Source: an optimization exercise on an open RTL-to-GDS flow (aim: small area, a short achievable clock period and few clock cycles per item). Production flows keep margins and buffers that such runs may drop. Only simulation tests tie the RTL to the original design; equivalence was not proved.

## flow/design.v (module list and top-level ports; edited modules follow where they fit)
// module conv_1d: 5575 lines
// module conv_fa: 4 lines
// module conv_ha: 4 lines
// module conv_ha1: 4 lines
module conv_1d #(
    parameter DATA_WIDTH  = 8,
    parameter KERNEL_SIZE = 16
) (
    input logic clk,
    input logic arst_n,
    input  logic [DATA_WIDTH-1:0] signal_data,
    input  logic                  signal_vld,
    input  logic                  signal_last,
    output logic                  signal_rdy,
    input  logic [KERNEL_SIZE*DATA_WIDTH-1:0] kernel,
    output logic [DATA_WIDTH*2+$clog2(KERNEL_SIZE)-1:0] result_data,
    output logic                    result_vld,
    output logic                    result_last,
    input  logic                    result_rdy
);
  // ...
==> flow/flow/run.sh <==
#!/bin/bash
# The standard layout, with two changes: ports are buffered with plain
# buffers (buf_2, which the resizer may then size) instead of delay cells,
# and clock tree synthesis inserts no dummy loads.
set -euo pipefail
export BUFFER_PORTS_ARGS="-buffer_cell sky130_fd_sc_hd__buf_2"
export CTS_ARGS="-sink_clustering_enable -repair_clock_nets -dont_use_dummy_load -sink_clustering_size 25 -sink_clustering_max_diameter 80"
bash standard.sh > standard.log 2>&1
==> flow/standard.sh <==
#!/bin/bash
# synth_recipe.tcl (not shown) runs the flow's synth.tcl, then flattens the netlist and writes it again
# the make line also repeats each setting of config.mk as NAME=value (left out here)
make -C /OpenROAD-flow-scripts/flow DESIGN_CONFIG=/design/flow/config.mk WORK_HOME=/design/flow/orfs CLKGATE_MAP_FILE= SYNTH_SCRIPT=/design/flow/synth_recipe.tcl "${@:-finish}"
==> flow/config.mk <==
export PLATFORM = sky130hd
export DESIGN_NAME = conv_1d
export DESIGN_NICKNAME = conv_1d
export VERILOG_FILES = /design/flow/design.v
export SDC_FILE = /design/flow/constraint.sdc
export NUM_CORES = 4
export LEC_CHECK = 0
export CAP_MARGIN = 20
export CORE_MARGIN = 2
export CORE_UTILIZATION = 40
export SETUP_SLACK_MARGIN = 3.4
export SLEW_MARGIN = 20
export SYNTH_HIERARCHICAL = 1
export TNS_END_PERCENT = 2
==> flow/constraint.sdc <==
create_clock -name core_clock -period 6.0 [get_ports {clk}]
set_input_delay 1.2000 -clock core_clock [delete_from_list [all_inputs] [get_ports {clk}]]
set_output_delay 1.2000 -clock core_clock [all_outputs]
set_load 0.01 [all_outputs]
==> run_results.csv, run 1 <==
group,metric,value,unit
outcome,run_status,"finished clean",
sta,maxSlewHeadroom,43.7,%
sta,timing.final.ws_setup,3280,ps
final_layout,clock_buffers,41,
final_layout,register_area,12500,um2
critical_path,ff2ff_setup_slack,3330,ps
sta,final_min_period_over_clock_period,45.4,%
synth,post_synth_and_or_nand_nor_area_fraction,10.1,%
critical_path,timing.critical_path.slowest_cell_delay,610,ps
final_layout,mostFrequentLayoutCell,"sky130_fd_sc_hd__fa_1",
synth,synthDistinctLibCells,49,
job,drv.max_cap_violation_count,0,
route,post-route-drc-count,0,
route,vias,23484,
hold_path,hold_end,"r2_q[6]",
global_routing,met3_layer_usage_reported_by_global_route,6.31,%
global_routing,grt_start_max_net_pins,73,
sta,timing.final.max_slew_violations,0,
synth,ys.flop_type,"sky130_fd_sc_hd__dfxtp_1",
die,starting_density_of_the_core,40.4,%
hold_path,min-delay-path-class,"reg2reg",
route,antenna_violating_nets_post_route,0,
clock_network,clkSinkCount,587,
critical_path,cp_cell_sequence,"buf_2 > nand2_1 > fa_2 > fa_1 > fa_1",
critical_path,start_kind,"primary input",
Testbench counts, summed over its fixed seeds: cycles 16,040, items 16,000.
==> run 2, diff against run 1 <==
--- a/flow/config.mk
+++ b/flow/config.mk
@@ -8,7 +8,7 @@
 export CAP_MARGIN = 20
 export CORE_MARGIN = 2
 export CORE_UTILIZATION = 40
-export SETUP_SLACK_MARGIN = 3.4
+export SETUP_SLACK_MARGIN = 3.6
 export SLEW_MARGIN = 20
 export SYNTH_HIERARCHICAL = 1
-export TNS_END_PERCENT = 2
+export TNS_END_PERCENT = 10
==> run_results.csv, run 2 <==
group,metric,value,unit
sta,timing.final.ws_setup,3380,ps
critical_path,setup.worst_path.end,"r1_q[41]",
critical_path,setup.worst_path.class,"in2reg",
placement,final_replace_weighted_congestion,0.952,
sta,timing.final.max_slew_violations,0,
die,starting_density_of_the_core,40.4,%
route,vias,23703,
critical_path,start_kind,"primary input",
sta,fin_worst_hold_slack,329,ps
final_layout,mostFrequentLayoutCell,"sky130_fd_sc_hd__fa_1",
critical_path,timing.critical_path.fanout_max,7,
critical_path,worst_ep_required,6490,ps
synth,synth_edf_count,0,
job,drv.max_cap_violation_count,0,
synth,yosysWarningCount,8,
synth,synthArstFlopShare,23.5,%
route,met3_wire_len,11000,um
sta,final-setup-viol-count,0,
sta,rsz0062_at_grt,"yes",
outcome,run_status,"finished clean",
sta,finalClockSkew,54.7,ps
clock_network,htree_levels,2,
critical_path,ff2ff_setup_slack,3410,ps
global_routing,initial_antenna_violation_count,0,
final_layout,registers.top_by_ff_count,"r1_q",
route,dr.first_iter.drc_count,1948,
sta,endpoints_failing_hold,0,
final_layout,n_fill_cell,8742,
route,maxUsedRoutingLayer,"met4",
final_layout,drive_above_1_share,29.0,%
final_layout,multi_input_comb_area,27700,um2
sta,maxSlewHeadroom,49.8,%
critical_path,cp_cell_sequence,"buf_12 > nand2_4 > fa_1 > fa_2 > fa_2",
critical_path,cp-startpoint,"kernel[67]",
critical_path,regToRegStartpoint,"r1_q[143]",
die,fp.coreArea,98600,um2
synth,synth_sequential_area_ratio,31.2,%
placement,placed_area,41800,um2
synth,most_instantiated_library_cell_after_synthesis,"sky130_fd_sc_hd__nand2_1",
global_routing,grt_start_max_net_pins,49,
synth,syn-num-nets,4346,
synth,synth.avg_cell_area,12.5,um2
sta,slew_worst_pin,753,ps
synth,ys.flop_type,"sky130_fd_sc_hd__dfxtp_1",
sta,final_min_period_over_clock_period,43.7,%
clock_network,max-clock-path-buffers,3,
synth,post-synth-top-area-cell,"sky130_fd_sc_hd__fa_1",
placement,hpwl,111000,um
synth,yosys-top-cells-count,"sky130_fd_sc_hd__nand2_1, sky130_fd_sc_hd__fa_1, sky130_fd_sc_hd__dfxtp_1",
clock_network,cts.root.buffer_cell,"sky130_fd_sc_hd__clkbuf_16",
synth,synthDistinctLibCells,49,
synth,syn_area,39800,um2
route,post_drt_via_cell_ratio,5.37,
final_layout,layout_top_registers,"r1_q: 316 flops, hist: 128 flops, r2_q: 77 flops",
clock_network,tritoncts_clock_tree,"done",
critical_path,timing.critical_path.slowest_cell_delay,690,ps
clock_network,worst_setup_hold_path_clk_slew,100,ps
critical_path,path_common_cell,"sky130_fd_sc_hd__fa_2",
route,wirelength_met1,52600,um
final_layout,largest_register_ffs,316,
die,die_width,320,um
sta,period_minus_slack,2620,ps
hold_path,min-delay-path-class,"reg2reg",
route,detail_route.wirelength,133000,um
final_layout,register_area,12600,um2
synth,synthTopCellsByArea,"sky130_fd_sc_hd__fa_1, sky130_fd_sc_hd__dfxtp_1, sky130_fd_sc_hd__nand2_1",
sta,maxClockFrequency,381,MHz
route,post-route-drc-count,0,
route,antenna_violating_nets_post_route,0,
clock_network,clk-insertion-delay-late,620,ps
placement,place_ws,2470,ps
placement,port_buffers,161,
synth,netlist_instances,3176,
die,floorplan.io_pins,164,
hold_path,count_of_cells_along_the_worst_hold_path,0,
final_layout,diodes,0,
final_layout,design.final.nets,4300,
critical_path,crit_path_end_kind,"flip-flop",
final_layout,synthesis_to_layout_area_growth,14.5,%
die,die_area,102000,um2
global_routing,grt_first_pass_wirelength,193000,um
critical_path,worstRegToRegCells,4,
global_routing,globalRouteTotalUtil,26.8,%
critical_path,critical_path_arrival,3110,ps
critical_path,r2r_end,"r2_q[25]",
clock_network,cts_buffers,40,
final_layout,commonest_non_fill_non_tap_cells_in_the_layout,"sky130_fd_sc_hd__fa_1, sky130_fd_sc_hd__nand2_1, sky130_fd_sc_hd__dfxtp_1",
global_routing,grt.overflow.total,0,
die,die_height,320,um
die,floorplan.rows,115,
synth,ys_ff_latch,587,
route,drtPass1Iterations,5,
sta,setup_tns,0,ps
clock_network,holdBufCountCts,0,
final_layout,post-route-cell-area,45600,um2
global_routing,grt_pass1_vias,26213,
route,route.met2.wl,62200,um
route,post_drt_wl_per_cell,30.1,um
synth,proportion_of_netlist_area_held_by_the_largest_area_contributor,49.9,%
critical_path,timing.critical_path.slowest_stage_cell,"sky130_fd_sc_hd__fa_2",
clock_network,clkSinkCount,587,
[run 2: final cells by class]
type | count | share of cell area, %
timing repair buffer | 186 | 5.42
clock buffer | 40 | 2.19
sequential | 587 | 27.6
multi-input combinational | 2252 | 60.7
inverter | 63 | 0.519
tap | 1287 | 3.53
[run 2: through the flow]
step | instances | util (%)
after floorplan | 3176 | -
after global placement | 4354 | 42.4
after detailed placement | 4354 | 42.4
after CTS | 4405 | 45.4
after global routing | 4415 | 46.3
final | 4415 | 46.3
[run 2: cell families (layout without fill, tap and decap cells)]
group	Yosys count	after routing	share of synthesized area, %
simple gates	1054	1054	10.1
fa+ha+maj	1029	1029	51.0
flops	587	587	31.2
buf+inv	337	289	3.23
mux	129	129	3.64
compound gates	33	33	0.610
xor+xnor	6	6	0.132
other cells	1	1	0.00942
[run 2: repair_timing]
action,4_1_cts,5_1_grt
pin swaps,191,152
setup endpoints to repair,343,324
buffers inserted,11,10
resized for setup,624,265
[run 2: worst max-delay path: cells and delay by family]
| kind | cells | cell delay (ps) |
|---|---|---|
| fa+ha+maj | 3 | 1720 |
| buf+inv | 1 | 120 |
| simple gates | 1 | 60 |
[run 2: modules after synthesis (local to each module, per instance)]
module    cells inside  area, um2  flops+latches
conv_fa              1       20.0              0
conv_1d           2112      19500            587
conv_ha              1       12.5              0
conv_ha1             5       27.5              0
[run 2: worst min path at each step]
stage	to	from
floorplan	r2_q[0]	r1_q[0]
global placement	r3_q[0]	r2_q[0]
detailed placement	r3_q[2]	r2_q[2]
CTS	r2_q[6]	r1_q[42]
global route	r2_q[6]	r1_q[42]
finish	r2_q[20]	r1_q[122]
[run 2: layer usage]
layer / global-route usage [%] / vias up
li1: - / 9379
met1: 35.7 / 13032
met2: 42.3 / 1045
met3: 5.58 / 247
met4: 11.8 / 0
met5: 0 / -
==> run 3, diff against run 2 <==
--- a/flow/config.mk
+++ b/flow/config.mk
@@ -8,7 +8,7 @@
 export CAP_MARGIN = 20
 export CORE_MARGIN = 2
 export CORE_UTILIZATION = 40
-export SETUP_SLACK_MARGIN = 3.6
+export SETUP_SLACK_MARGIN = 3.2
 export SLEW_MARGIN = 20
 export SYNTH_HIERARCHICAL = 1
 export TNS_END_PERCENT = 10
==> run_results.csv, run 3 <==
group,metric,value,unit
critical_path,critical_path_arrival,3350,ps
critical_path,crit_path_end_kind,"flip-flop",
clock_network,tritoncts_clock_tree,"done",
final_layout,registers.top_by_ff_count,"r1_q",
critical_path,setup.worst_path.class,"in2reg",
synth,synthDistinctLibCells,49,
clock_network,clkSinkCount,587,
sta,final_min_period_over_clock_period,48.0,%
critical_path,setup.worst_path.end,"r1_q[290]",
critical_path,ff2ff_setup_slack,3180,ps
final_layout,largest_register_ffs,316,
critical_path,start_kind,"primary input",
route,dr.first_iter.drc_count,2088,
synth,syn_area,39800,um2
route,detail_route.wirelength,132000,um
critical_path,r2r_end,"r1_q[63]",
sta,period_minus_slack,2880,ps
clock_network,post-cts-setup-buffer-count,0,
final_layout,mostFrequentLayoutCell,"sky130_fd_sc_hd__fa_1",
global_routing,globalRouteMet2Util,42.4,%
placement,hpwl,111000,um
sta,endpoints_failing_hold,0,
synth,post-synth-top-area-cell,"sky130_fd_sc_hd__fa_1",
synth,yosys-top-cells-count,"sky130_fd_sc_hd__nand2_1, sky130_fd_sc_hd__fa_1, sky130_fd_sc_hd__dfxtp_1",
sta,maxSlewHeadroom,49.6,%
clock_network,clk-insertion-delay-late,610,ps
clock_network,cts_buffers,40,
synth,synth_edf_count,0,
global_routing,grt_pass1_vias,26063,
clock_network,worst_setup_hold_path_clk_slew,80,ps
placement,port_buffers,161,
synth,syn-num-nets,4346,
route,post_drt_via_cell_ratio,5.35,
global_routing,globalRouteTotalUtil,26.6,%
die,die_area,102000,um2
synth,synth_sequential_area_ratio,31.2,%
placement,final_replace_weighted_congestion,0.952,
die,fp.coreArea,98600,um2
outcome,run_status,"finished clean",
synth,synthArstFlopShare,23.5,%
critical_path,cp-startpoint,"kernel[30]",
synth,ys_ff_latch,587,
hold_path,holdCritStartpoint,"r1_q[42]",
sta,setup_tns,0,ps
die,floorplan.rows,115,
final_layout,synthesis_to_layout_area_growth,7.42,%
die,die_height,320,um
route,antenna_violating_nets_post_route,0,
global_routing,grt.busiest_layer,"met2",
die,starting_density_of_the_core,40.4,%
route,vias,23499,
global_routing,initial_antenna_violation_count,15,
sta,slew_worst_pin,756,ps
sta,rsz0062_at_grt,"yes",
clock_network,cts.root.buffer_cell,"sky130_fd_sc_hd__clkbuf_16",
final_layout,layout_top_registers,"r1_q: 316 flops, hist: 128 flops, r2_q: 77 flops",
final_layout,finalNonFillerCells,4396,
synth,most_instantiated_library_cell_after_synthesis,"sky130_fd_sc_hd__nand2_1",
hold_path,min-delay-path-class,"reg2reg",
synth,synthTopCellsByArea,"sky130_fd_sc_hd__fa_1, sky130_fd_sc_hd__dfxtp_1, sky130_fd_sc_hd__nand2_1",
sta,final-setup-viol-count,0,
route,post-route-drc-count,0,
route,drtPass1Iterations,5,
final_layout,commonest_non_fill_non_tap_cells_in_the_layout,"sky130_fd_sc_hd__fa_1, sky130_fd_sc_hd__nand2_1, sky130_fd_sc_hd__dfxtp_1",
job,drv.max_cap_violation_count,0,
sta,finalClockSkew,50.9,ps
global_routing,grt.overflow.total,0,
die,die_width,320,um
final_layout,design.final.nets,4279,
global_routing,grt_start_max_net_pins,49,
clock_network,htree_levels,2,
critical_path,regToRegStartpoint,"hist[9][4]",
clock_network,holdBufCountCts,0,
critical_path,worst_ep_required,6470,ps
placement,placedCellCount,4354,
synth,proportion_of_netlist_area_held_by_the_largest_area_contributor,49.9,%
critical_path,worstRegToRegCells,4,
route,post_drt_wl_per_cell,30.0,um
final_layout,drive_above_1_share,14.7,%
synth,yosysWarningCount,8,
sta,timing.final.max_slew_violations,0,
critical_path,timing.critical_path.fanout_max,8,
synth,netlist_instances,3176,
clock_network,max-clock-path-buffers,3,
global_routing,met1_usage,35.3,%
synth,ys.flop_type,"sky130_fd_sc_hd__dfxtp_1",
global_routing,met3_layer_usage_reported_by_global_route,6.02,%
sta,maxClockFrequency,347,MHz
global_routing,grt_first_pass_wirelength,192000,um
synth,synth.avg_cell_area,12.5,um2
die,floorplan.io_pins,164,
==> run 3: changes by cell type in the layout (fill, tap and decap cells not counted), moves of 95 or more <==
cell,change
sky130_fd_sc_hd__fa_1,+172
sky130_fd_sc_hd__fa_2,-172
sky130_fd_sc_hd__nand2_2,-95
sky130_fd_sc_hd__buf_2,+127
sky130_fd_sc_hd__nand2_1,+144
==> run 3: cell families (layout without fill, tap and decap cells) <==
family	Yosys count	after routing	share of synthesized area (%)
AO/OA/AOI/OAI	33	33	0.610
adder cells (fa/ha/maj)	1029	1029	51.0
other	1	3	0.00942
AND/OR/NAND/NOR	1054	1054	10.1
multiplexers	129	129	3.64
XOR/XNOR	6	6	0.132
flip-flops	587	587	31.2
buffers and inverters	337	268	3.23
==> run 3: metal layers <==
| layer | vias to the layer above | share of wire, % |
|---|---|---|
| li1 | 9344 | - |
| met1 | 12882 | 40 |
| met2 | 1028 | 47 |
| met3 | 229 | 8.1 |
| met4 | 16 | 4.8 |
| met5 | - | 0.074 |
==> run 3: stage by stage <==
step           setup slack, ps  utilization (%)  hold slack [ps]  area, um2
6_report                  3120             43.4              327      42800
5_1_grt                   3140             43.4              328      42800
4_1_cts                   3160             43.4              329      42800
3_5_place_dp              2470             42.4              315      41800
3_3_place_gp              2490             42.4              311      41800
2_1_floorplan             3010                -              310      42000
==> run 3: how the worst min path moves through the flow <==
| stage | to | cells after the start |
|---|---|---|
| 2_1_floorplan | r2_q[0] | 0 |
| 3_3_place_gp | r3_q[0] | 0 |
| 3_5_place_dp | r3_q[2] | 0 |
| 4_1_cts | r2_q[6] | 0 |
| 5_1_grt | r2_q[6] | 0 |
| 6_report | r2_q[6] | 0 |
==> run 3: timing repair <==
item | 4_1_cts | 5_1_grt
hold endpoints to repair | 0 | 0
pin swaps | 0 | 0
resized for setup | 3 | 3
endpoints found under the setup margin | 7 | 17
==> run 3: cell type report <==
type	instances	area, um2
antenna	2	5.00
clock buffer	40	1000
fill	8992	55800
inverter	63	236
multi-input combinational	2252	26600
sequential	587	12400
tap	1287	1610
timing repair buffer	165	851
==> run 3: modules after synthesis, one instance, submodules excluded <==
| module | copies in the design | cell area, um2 |
|---|---|---|
| conv_ha | 12 | 12.5 |
| conv_ha1 | 12 | 27.5 |
| conv_1d | 1 | 19500 |
| conv_fa | 992 | 20.0 |
==> run 3: critical path: stages <==
cell	delay [ps]
sky130_fd_sc_hd__buf_2	210
sky130_fd_sc_hd__nand2_1	110
sky130_fd_sc_hd__fa_1	790
sky130_fd_sc_hd__fa_1	570
sky130_fd_sc_hd__fa_1	460
==> run 4, diff against run 3 <==
--- a/flow/config.mk
+++ b/flow/config.mk
@@ -5,10 +5,11 @@
 export SDC_FILE = /design/flow/constraint.sdc
 export NUM_CORES = 4
 export LEC_CHECK = 0
+export ABC_AREA = 1
 export CAP_MARGIN = 20
 export CORE_MARGIN = 2
 export CORE_UTILIZATION = 40
-export SETUP_SLACK_MARGIN = 3.2
+export SETUP_SLACK_MARGIN = 3.4
 export SLEW_MARGIN = 20
 export SYNTH_HIERARCHICAL = 1
 export TNS_END_PERCENT = 10
==> run_results.csv, run 4 <==
group,metric,value,unit
die,floorplan.io_pins,164,
critical_path,start_kind,"primary input",
route,vias,23914,
sta,maxSlewHeadroom,45.4,%
synth,area_fraction_in_compound_gates_after_synthesis,1.27,%
critical_path,worst_ep_required,6460,ps
synth,syn_area,40000,um2
synth,netlist_instances,3382,
synth,synth_sequential_area_ratio,31.1,%
synth,syn-num-nets,4552,
critical_path,timing.critical_path.slowest_stage_cell,"sky130_fd_sc_hd__fa_1",
sta,finalClockSkew,85.6,ps
synth,synthDistinctLibCells,24,
final_layout,registers.top_by_ff_count,"r1_q",
synth,proportion_of_netlist_area_held_by_the_largest_area_contributor,49.8,%
die,die_area,102000,um2
route,dr.first_iter.drc_count,1799,
route,post-route-drc-count,0,
sta,rsz0062_at_grt,"yes",
clock_network,htree_levels,2,
sta,period_minus_slack,2730,ps
final_layout,post-route-cell-area,43300,um2
die,starting_density_of_the_core,40.5,%
final_layout,multi_input_comb_area,26400,um2
placement,placed_area,41800,um2
synth,yosys-top-cells-count,"sky130_fd_sc_hd__nand2_1, sky130_fd_sc_hd__fa_1, sky130_fd_sc_hd__dfxtp_1",
critical_path,crit_path_end_kind,"flip-flop",
job,drv.max_cap_violation_count,0,
critical_path,setup.worst_path.class,"in2reg",
sta,maxClockFrequency,366,MHz
final_layout,register_area,12500,um2
synth,ys.flop_type,"sky130_fd_sc_hd__dfxtp_1",
critical_path,regToRegStartpoint,"r1_q[132]",
synth,synth.avg_cell_area,11.8,um2
clock_network,cts_buffers,38,
global_routing,grt_first_pass_wirelength,190000,um
critical_path,r2r_end,"r2_q[25]",
synth,ys_ff_latch,587,
final_layout,n_fill_cell,9150,
placement,final_replace_weighted_congestion,0.941,
final_layout,synthesis_to_layout_area_growth,8.27,%
global_routing,globalRouteTotalUtil,26.1,%
sta,endpoints_failing_hold,0,
clock_network,cts.root.buffer_cell,"sky130_fd_sc_hd__clkbuf_16",
final_layout,largest_register_ffs,316,
final_layout,layout_top_registers,"r1_q: 316 flops, hist: 128 flops, r2_q: 77 flops",
route,antenna_violating_nets_post_route,0,
route,drtPass1Iterations,9,
global_routing,grt_pass1_vias,27435,
global_routing,grt_start_max_net_pins,133,
critical_path,ff2ff_setup_slack,3290,ps
clock_network,clk-insertion-delay-late,630,ps
critical_path,cp_cell_sequence,"buf_2 > nand2_1 > fa_1 > fa_1 > fa_1",
final_layout,mostFrequentLayoutCell,"sky130_fd_sc_hd__nand2_1",
route,post_drt_wl_per_cell,28.1,um
sta,slew_worst_pin,818,ps
final_layout,commonest_non_fill_non_tap_cells_in_the_layout,"sky130_fd_sc_hd__nand2_1, sky130_fd_sc_hd__fa_1, sky130_fd_sc_hd__dfxtp_1",
hold_path,count_of_cells_along_the_worst_hold_path,0,
synth,synthTopCellsByArea,"sky130_fd_sc_hd__fa_1, sky130_fd_sc_hd__dfxtp_1, sky130_fd_sc_hd__nand2_1",
hold_path,min-delay-path-class,"reg2reg",
die,die_width,320,um
critical_path,timing.critical_path.fanout_max,8,
synth,yosysWarningCount,8,
synth,post-synth-top-area-cell,"sky130_fd_sc_hd__fa_1",
clock_network,worst_setup_hold_path_clk_slew,90,ps
die,die_height,320,um
final_layout,design.final.nets,4473,
route,post_drt_via_cell_ratio,5.21,
synth,most_instantiated_library_cell_after_synthesis,"sky130_fd_sc_hd__nand2_1",
synth,main_combinational_cell_family_by_area_after_synthesis,"adder cells",
outcome,run_status,"finished clean",
synth,synth_edf_count,0,
sta,final_min_period_over_clock_period,45.6,%
clock_network,post-cts-setup-buffer-count,0,
placement,port_buffers,161,
sta,final-setup-viol-count,0,
sta,setup_tns,0,ps
synth,synthMuxAreaShare,0.902,%
synth,synthArstFlopShare,23.5,%
sta,fin_worst_hold_slack,324,ps
final_layout,drive_above_1_share,14.3,%
placement,hpwl,111000,um
global_routing,grt.overflow.total,0,
clock_network,max-clock-path-buffers,3,
clock_network,tritoncts_clock_tree,"done",
synth,post_synth_and_or_nand_nor_area_fraction,11.4,%
critical_path,timing.critical_path.slowest_cell_delay,610,ps
clock_network,clkSinkCount,587,
critical_path,critical_path_arrival,3190,ps
critical_path,path_common_cell,"sky130_fd_sc_hd__fa_1",
synth,yosys.area_share.adder,50.9,%
hold_path,hold_end,"r3_q[35]",
sta,timing.final.max_slew_violations,0,
synth,yosys.area_share.xor_xnor,0.132,%
route,detail_route.wirelength,129000,um
final_layout,postLayoutCoreUtil,43.8,%
clock_network,holdBufCountCts,0,
critical_path,worstRegToRegCells,4,
die,floorplan.rows,115,
hold_path,holdCritStartpoint,"r2_q[76]",
die,fp.coreArea,98700,um2
global_routing,initial_antenna_violation_count,14,
==> run 4: changes by cell type after synthesis, sizes merged, moves of 4 or more <==
cell and delta:
buf +8, xnor2 +4, nor2 +51, inv +76, nand4 +4, o21ai +42, nand3 +10, xor2 -4
a21oi +44, nand2 +103, mux2 -96
==> run 4: worst max-delay path by stage <==
stage                start   endpoint  slack, ps
2_1_floorplan   kernel[77]  r1_q[222]       3010
3_3_place_gp   kernel[125]  r1_q[117]       2390
3_5_place_dp   kernel[125]  r1_q[117]       2370
4_1_cts        kernel[118]  r1_q[249]       3290
5_1_grt          r1_q[129]   r2_q[25]       3290
6_report        kernel[43]  r1_q[190]       3270
==> run 4: timing repair <==
item                                    in CTS  in global routing
gates resized for setup                    114                108
pin swaps                                   21                 27
endpoints found under the setup margin     122                134
==> run 4: routing by layer <==
metal  vias to the layer above  share of wire, %  GRT usage (%)
met5                         -             0.064              0
met4                        14               3.7           8.84
met3                       288               7.7           5.99
met2                       918                49           44.4
met1                     12884                39           33.0
li1                       9810                 -              -
==> run 4: kinds of logic (layout without fill, tap and decap cells) <==
logic type	count (synthesis)	after routing
XOR/XNOR	6	6
multiplexers	32	32
other	1	7
AND/OR/NAND/NOR	1205	1205
adder cells (fa/ha/maj)	1029	1029
AO/OA/AOI/OAI	101	101
flip-flops	587	587
buffers and inverters	421	340
==> run 4: per-module statistics from Yosys, one instance, submodules excluded <==
module,copies in the design,flops+latches,area [um2]
conv_1d,1,587,19600
conv_ha1,12,0,27.5
conv_ha,12,0,12.5
conv_fa,992,0,20.0
==> run 4: final cells by class <==
cell class / count / share of cell area (%)
Tap cell: 1287 / 3.72
Timing Repair Buffer: 163 / 2.82
Clock buffer: 38 / 2.20
Sequential cell: 587 / 28.9
Multi-Input combinational cell: 2374 / 61.1
Antenna cell: 6 / 0.0347
Inverter: 139 / 1.21
==> run 4: per-stage QoR <==
step / std cells / worst slack (ps)
detailed placement: 4550 / 2370
finish: 4594 / 3270
CTS: 4588 / 3290
global route: 4589 / 3290
floorplan: 3382 / 3010
global placement: 4550 / 2390
==> run 4: critical path: cells and delay by family <==
kind | cells | cell delay (ps)
simple gates | 1 | 130
fa+ha+maj | 3 | 1560
buf+inv | 1 | 290
==> run 5, diff against run 4 <==
--- a/flow/config.mk
+++ b/flow/config.mk
@@ -5,7 +5,6 @@
 export SDC_FILE = /design/flow/constraint.sdc
 export NUM_CORES = 4
 export LEC_CHECK = 0
-export ABC_AREA = 1
 export CAP_MARGIN = 20
 export CORE_MARGIN = 2
 export CORE_UTILIZATION = 40
==> run_results.csv, run 5 <==
group,metric,value,unit
critical_path,cp_cell_sequence,"buf_6 > nand2_2 > fa_1 > fa_2 > fa_1",
route,post-route-drc-count,0,
synth,netlist_instances,3176,
final_layout,drive_above_1_share,17.9,%
sta,fin_worst_hold_slack,328,ps
synth,ys_ff_latch,587,
global_routing,grt_start_max_net_pins,49,
synth,most_instantiated_library_cell_after_synthesis,"sky130_fd_sc_hd__nand2_1",
route,post_drt_via_cell_ratio,5.35,
die,fp.coreArea,98600,um2
placement,port_buffers,161,
hold_path,min-delay-path-class,"reg2reg",
global_routing,globalRouteTotalUtil,26.6,%
synth,proportion_of_netlist_area_held_by_the_largest_area_contributor,49.9,%
global_routing,grt_first_pass_wirelength,192000,um
route,vias,23538,
sta,slew_worst_pin,743,ps
clock_network,max-clock-path-buffers,3,
critical_path,setup.worst_path.class,"in2reg",
placement,hpwl,111000,um
clock_network,worst_setup_hold_path_clk_slew,80,ps
route,detail_route.wirelength,132000,um
final_layout,commonest_non_fill_non_tap_cells_in_the_layout,"sky130_fd_sc_hd__fa_1, sky130_fd_sc_hd__nand2_1, sky130_fd_sc_hd__dfxtp_1",
critical_path,critical_path_arrival,3180,ps
route,antenna_violating_nets_post_route,0,
final_layout,registers.top_by_ff_count,"r1_q",
sta,final-setup-viol-count,0,
synth,yosysWarningCount,8,
critical_path,crit_path_end_kind,"flip-flop",
sta,setup_tns,0,ps
final_layout,synthesis_to_layout_area_growth,9.65,%
sta,finalClockSkew,53.4,ps
global_routing,initial_antenna_violation_count,5,
sta,maxClockFrequency,371,MHz
sta,maxSlewHeadroom,50.5,%
clock_network,clkSinkCount,587,
synth,syn_area,39800,um2
die,die_height,320,um
critical_path,worst_ep_required,6490,ps
clock_network,htree_levels,2,
sta,final_min_period_over_clock_period,44.9,%
clock_network,cts_buffers,40,
clock_network,clk-insertion-delay-late,610,ps
route,dr.first_iter.drc_count,2318,
sta,endpoints_failing_hold,0,
critical_path,timing.critical_path.slowest_cell_delay,720,ps
critical_path,worst-path-buf-inv,1,
synth,synthArstFlopShare,23.5,%
synth,syn-num-nets,4346,
critical_path,start_kind,"primary input",
critical_path,timing.critical_path.max_delay_family,"adder cells",
critical_path,path_common_cell,"sky130_fd_sc_hd__fa_1",
placement,final_replace_weighted_congestion,0.952,
global_routing,grt.overflow.total,0,
die,die_area,102000,um2
final_layout,design.final.nets,4280,
synth,synthDistinctLibCells,49,
die,floorplan.io_pins,164,
sta,period_minus_slack,2690,ps
die,starting_density_of_the_core,40.4,%
final_layout,largest_register_ffs,316,
sta,timing.final.max_slew_violations,0,
synth,yosys-top-cells-count,"sky130_fd_sc_hd__nand2_1, sky130_fd_sc_hd__fa_1, sky130_fd_sc_hd__dfxtp_1",
route,drtPass1Iterations,6,
synth,synth_sequential_area_ratio,31.2,%
die,floorplan.rows,115,
critical_path,timing.critical_path.fanout_max,8,
synth,ys.flop_type,"sky130_fd_sc_hd__dfxtp_1",
sta,rsz0062_at_grt,"yes",
global_routing,grt_pass1_vias,25975,
synth,post-synth-top-area-cell,"sky130_fd_sc_hd__fa_1",
final_layout,mostFrequentLayoutCell,"sky130_fd_sc_hd__fa_1",
synth,synth_edf_count,0,
final_layout,n_fill_cell,8886,
clock_network,tritoncts_clock_tree,"done",
critical_path,timing.critical_path.slowest_stage_cell,"sky130_fd_sc_hd__fa_2",
clock_network,cts.root.buffer_cell,"sky130_fd_sc_hd__clkbuf_16",
final_layout,layout_top_registers,"r1_q: 316 flops, hist: 128 flops, r2_q: 77 flops",
job,drv.max_cap_violation_count,0,
route,post_drt_wl_per_cell,30.0,um
synth,synth.avg_cell_area,12.5,um2
synth,synthTopCellsByArea,"sky130_fd_sc_hd__fa_1, sky130_fd_sc_hd__dfxtp_1, sky130_fd_sc_hd__nand2_1",
die,die_width,320,um
outcome,run_status,"finished clean",
==> run 5: stage by stage <==
| step | area (um2) | instances | worst slack, ps | util (%) |
|---|---|---|---|---|
| floorplan | 42000 | 3176 | 3010 | - |
| global placement | 41800 | 4354 | 2490 | 42.4 |
| detailed placement | 41800 | 4354 | 2470 | 42.4 |
| CTS | 43300 | 4394 | 3310 | 43.9 |
| global route | 43700 | 4396 | 3310 | 44.3 |
| finish | 43700 | 4398 | 3310 | 44.3 |
==> run 5: logic make-up (layout without fill, tap and decap cells) <==
logic type	Yosys count	in the layout	share of synthesized area (%)
multiplexers	129	129	3.64
XOR/XNOR	6	6	0.132
AO/OA/AOI/OAI	33	33	0.610
AND/OR/NAND/NOR	1054	1054	10.1
other	1	4	0.00942
flip-flops	587	587	31.2
buffers and inverters	337	269	3.23
adder cells (fa/ha/maj)	1029	1029	51.0
==> run 5: worst register-to-register path, stage by stage, from the launching register on <==
cell and delay, ps:
sky130_fd_sc_hd__dfxtp_1 480, sky130_fd_sc_hd__fa_1 500, sky130_fd_sc_hd__fa_1 590, sky130_fd_sc_hd__fa_1 470
sky130_fd_sc_hd__fa_1 510
==> run 5: final cells by class <==
| class | instances | area, um2 | share of cell area [%] |
|---|---|---|---|
| well taps | 1287 | 1610 | 3.69 |
| repair buffers | 166 | 1490 | 3.42 |
| flip-flops and latches | 587 | 12500 | 28.5 |
| diodes | 3 | 7.51 | 0.0172 |
| inverters | 63 | 236 | 0.542 |
| multi-input cells | 2252 | 26900 | 61.5 |
| clock buffers | 40 | 1000 | 2.29 |
==> run 5: final timing paths <==
kind,from,to,slack [ps],depth (start not counted)
min in group asynchronous,arst_n,vld_p[2],580,1
max in group asynchronous,arst_n,hist[6][2],4180,2
hold / removal,r1_q[122],r2_q[20],330,0
setup / recovery,kernel[50],r1_q[11],3310,5
hold reg to reg,r1_q[122],r2_q[20],330,0
setup reg to reg,r1_q[139],r2_q[25],3340,4
==> run 5: modules after synthesis, one instance, submodules excluded <==
module | times used | cell area [um2] | flops+latches
conv_fa | 992 | 20.0 | 0
conv_1d | 1 | 19500 | 587
conv_ha | 12 | 12.5 | 0
conv_ha1 | 12 | 27.5 | 0
==> run 5: routing by layer <==
metal	wire, um	up-vias	share of wire (%)	track usage (%)
met5	13	-	0.0099	0
met4	6660	2	5.1	10.8
met3	11200	239	8.5	5.72
met2	61800	1089	47	42.5
met1	52300	12860	40	35.5
li1	-	9348	-	-
==> run 5: repair_timing <==
| action | CTS | global route |
|---|---|---|
| setup buffers | 0 | 1 |
| resized for setup | 197 | 135 |
| hold buffers | 0 | 0 |
| endpoints found under the setup margin | 156 | 124 |
| pin swaps | 47 | 50 |
==> run 6, diff against run 5 <==
--- a/flow/config.mk
+++ b/flow/config.mk
@@ -7,7 +7,8 @@
 export LEC_CHECK = 0
 export CAP_MARGIN = 20
 export CORE_MARGIN = 2
-export CORE_UTILIZATION = 40
+export CORE_UTILIZATION = 55
+export PLACE_DENSITY = 0.65
 export SETUP_SLACK_MARGIN = 3.4
 export SLEW_MARGIN = 20
 export SYNTH_HIERARCHICAL = 1
==> run_results.csv, run 6 <==
group,metric,value,unit
die,die_width,273,um
route,vias,23952,
route,post_drt_wl_per_cell,32.3,um
final_layout,multi_input_comb_area,26800,um2
critical_path,timing.critical_path.fanout_max,8,
final_layout,registers.top_by_ff_count,"r1_q",
synth,yosys-top-cells-count,"sky130_fd_sc_hd__nand2_1, sky130_fd_sc_hd__fa_1, sky130_fd_sc_hd__dfxtp_1",
final_layout,commonest_non_fill_non_tap_cells_in_the_layout,"sky130_fd_sc_hd__fa_1, sky130_fd_sc_hd__nand2_1, sky130_fd_sc_hd__dfxtp_1",
placement,place_ws,2470,ps
route,post-route-drc-count,0,
synth,synthArstFlopShare,23.5,%
final_layout,mostFrequentLayoutCell,"sky130_fd_sc_hd__fa_1",
global_routing,grt_start_max_net_pins,69,
clock_network,tritoncts_clock_tree,"done",
placement,final_replace_weighted_congestion,0.990,
clock_network,holdBufCountCts,0,
critical_path,start_kind,"primary input",
die,die_area,74600,um2
route,dr.first_iter.drc_count,1941,
job,drv.max_cap_violation_count,0,
die,starting_density_of_the_core,55.6,%
route,post_drt_via_cell_ratio,5.90,
clock_network,worst_setup_hold_path_clk_slew,90,ps
die,floorplan.rows,98,
clock_network,post-cts-setup-buffer-count,0,
sta,period_minus_slack,2730,ps
sta,setup_tns,0,ps
global_routing,grt_first_pass_wirelength,191000,um
global_routing,initial_antenna_violation_count,6,
synth,yosysWarningCount,8,
final_layout,drive_above_1_share,17.2,%
clock_network,clkSinkCount,587,
synth,post-synth-top-area-cell,"sky130_fd_sc_hd__fa_1",
synth,synth.avg_cell_area,12.5,um2
sta,maxSlewHeadroom,45.3,%
critical_path,crit_path_end_kind,"flip-flop",
global_routing,globalRouteTotalUtil,36.9,%
synth,synth_edf_count,0,
final_layout,design.final.nets,4280,
outcome,run_status,"finished clean",
sta,timing.final.max_slew_violations,0,
final_layout,synthesis_to_layout_area_growth,8.08,%
final_layout,largest_register_ffs,316,
final_layout,n_fill_cell,5677,
synth,ys_ff_latch,587,
critical_path,setup.worst_path.class,"in2reg",
hold_path,min-delay-path-class,"reg2reg",
clock_network,cts.root.buffer_cell,"sky130_fd_sc_hd__clkbuf_16",
placement,port_buffers,161,
route,antenna_violating_nets_post_route,0,
sta,finalClockSkew,69.3,ps
final_layout,register_area,12500,um2
sta,slew_worst_pin,821,ps
die,fp.coreArea,71600,um2
clock_network,htree_levels,2,
global_routing,grt_pass1_vias,27201,
critical_path,critical_path_arrival,3210,ps
synth,ys.flop_type,"sky130_fd_sc_hd__dfxtp_1",
global_routing,grt.overflow.total,0,
die,die_height,273,um
placement,placed_area,41300,um2
clock_network,max-clock-path-buffers,3,
critical_path,worst_ep_required,6480,ps
final_layout,diodes,0,
die,floorplan.io_pins,164,
synth,syn_area,39800,um2
placement,hpwl,112000,um
final_layout,post-route-cell-area,43000,um2
sta,maxClockFrequency,366,MHz
sta,final-setup-viol-count,0,
clock_network,clk-insertion-delay-late,620,ps
route,detail_route.wirelength,131000,um
final_layout,layout_top_registers,"r1_q: 316 flops, hist: 128 flops, r2_q: 77 flops",
synth,netlist_instances,3176,
synth,synthDistinctLibCells,49,
clock_network,cts_buffers,41,
sta,rsz0062_at_grt,"yes",
route,drtPass1Iterations,7,
synth,synth_sequential_area_ratio,31.2,%
sta,fin_worst_hold_slack,304,ps
synth,most_instantiated_library_cell_after_synthesis,"sky130_fd_sc_hd__nand2_1",
synth,synthTopCellsByArea,"sky130_fd_sc_hd__fa_1, sky130_fd_sc_hd__dfxtp_1, sky130_fd_sc_hd__nand2_1",
sta,endpoints_failing_hold,0,
sta,timing.final.ws_setup,3270,ps
synth,proportion_of_netlist_area_held_by_the_largest_area_contributor,49.9,%
sta,final_min_period_over_clock_period,45.6,%
synth,syn-num-nets,4346,
[run 6: cell counts after synthesis]
Identical to the previous run, type by type.
[run 6: layer usage]
layer	up-vias	share of wire, %	global-route usage, %
li1	9340	-	-
met1	13077	37	47.9
met2	1204	48	60.1
met3	319	10	10.3
met4	12	4.4	13.1
met5	-	0.059	0
[run 6: Yosys stat by module, one instance, submodules excluded]
| module | cell area (um2) | flip-flops and latches | cells | copies in the design |
|---|---|---|---|---|
| conv_ha1 | 27.5 | 0 | 5 | 12 |
| conv_1d | 19500 | 587 | 2112 | 1 |
| conv_ha | 12.5 | 0 | 1 | 12 |
| conv_fa | 20.0 | 0 | 1 | 992 |
[run 6: final cells by class]
class / instances / area share [%]
flip-flops and latches: 587 / 28.9
clock buffers: 41 / 2.38
well taps: 950 / 2.76
repair buffers: 165 / 3.06
inverters: 63 / 0.549
multi-input cells: 2252 / 62.3
[run 6: what timing repair did]
| item | CTS | global route |
|---|---|---|
| setup endpoints to repair | 194 | 152 |
| gates resized for setup | 142 | 123 |
| pin swaps | 28 | 50 |
[run 6: critical path, stage by stage]
cell and delay [ps]:
sky130_fd_sc_hd__buf_2 250, sky130_fd_sc_hd__nand2_4 80, sky130_fd_sc_hd__fa_1 520, sky130_fd_sc_hd__fa_1 710, sky130_fd_sc_hd__fa_1 440
[run 6: worst paths after layout]
kind                       cells past startpoint  slack, ps       start          to
max                                            5       3270  kernel[58]   r1_q[155]
min                                            0        300     r2_q[0]     r3_q[0]
max reg2reg                                    4       3370   r1_q[123]    r2_q[25]
min reg2reg                                    0        300     r2_q[0]     r3_q[0]
max in group asynchronous                      2       4190      arst_n  hist[0][0]
min in group asynchronous                      1        530      arst_n  hist[9][2]
[run 6: cells by family (layout without fill, tap and decap cells)]
group	count (synthesis)	after routing	share of synthesized area, %
and+or+nand+nor	1054	1054	10.1
DFF	587	587	31.2
muxes	129	129	3.64
buffers and inverters	337	269	3.23
adders and majority gates	1029	1029	51.0
xor gates and xnor gates	6	6	0.132
AOI/OAI and AO/OA	33	33	0.610
other	1	1	0.00942
[run 6: through the flow]
step | util, % | std cells
detailed placement | 57.7 | 4017
floorplan | - | 3176
CTS | 59.7 | 4058
global placement | 57.7 | 4017
global route | 60.1 | 4058
finish | 60.1 | 4058

## separate check: timing with driven ports
The results above use ideal ports. As a check the final layouts listed here were re-extracted and re-timed, cells and wires unchanged.
Step 1 sets driving cells, clkbuf_16 on the clock port and buf_2 on the other inputs (assumed; they add their load-dependent delay and slew).
Step 2 moves the port delays by t, midway between the first and last clock arrival at a register: inputs arrive t later, outputs are due t later. That takes back most of the time a late clock gives input paths.
Three values: ideal ports, drivers, drivers and shift; two values: the first two.
run	t (ns)	slack for setup (ns)	clock arrival spread, ns	worst register clock-pin slew, ns
run 1	0.658	3.278 / 3.293 / 2.635	0.056 / 0.056	0.11 / 0.11
run 2	0.658	3.376 / 3.334 / 2.676	0.056 / 0.056	0.10 / 0.10
run 3	0.655	3.122 / 3.120 / 2.464	0.051 / 0.051	0.10 / 0.10
run 4	0.659	3.265 / 3.287 / 2.643	0.086 / 0.087	0.11 / 0.11
run 5	0.655	3.308 / 3.286 / 2.631	0.054 / 0.054	0.10 / 0.10
run 6	0.654	3.266 / 3.302 / 2.648	0.069 / 0.070	0.10 / 0.10
After both steps setup and hold are still met in every run listed. The setup slack of run 2, which loses most, moves by -0.042 ns with the drivers and by -0.700 ns with both steps.
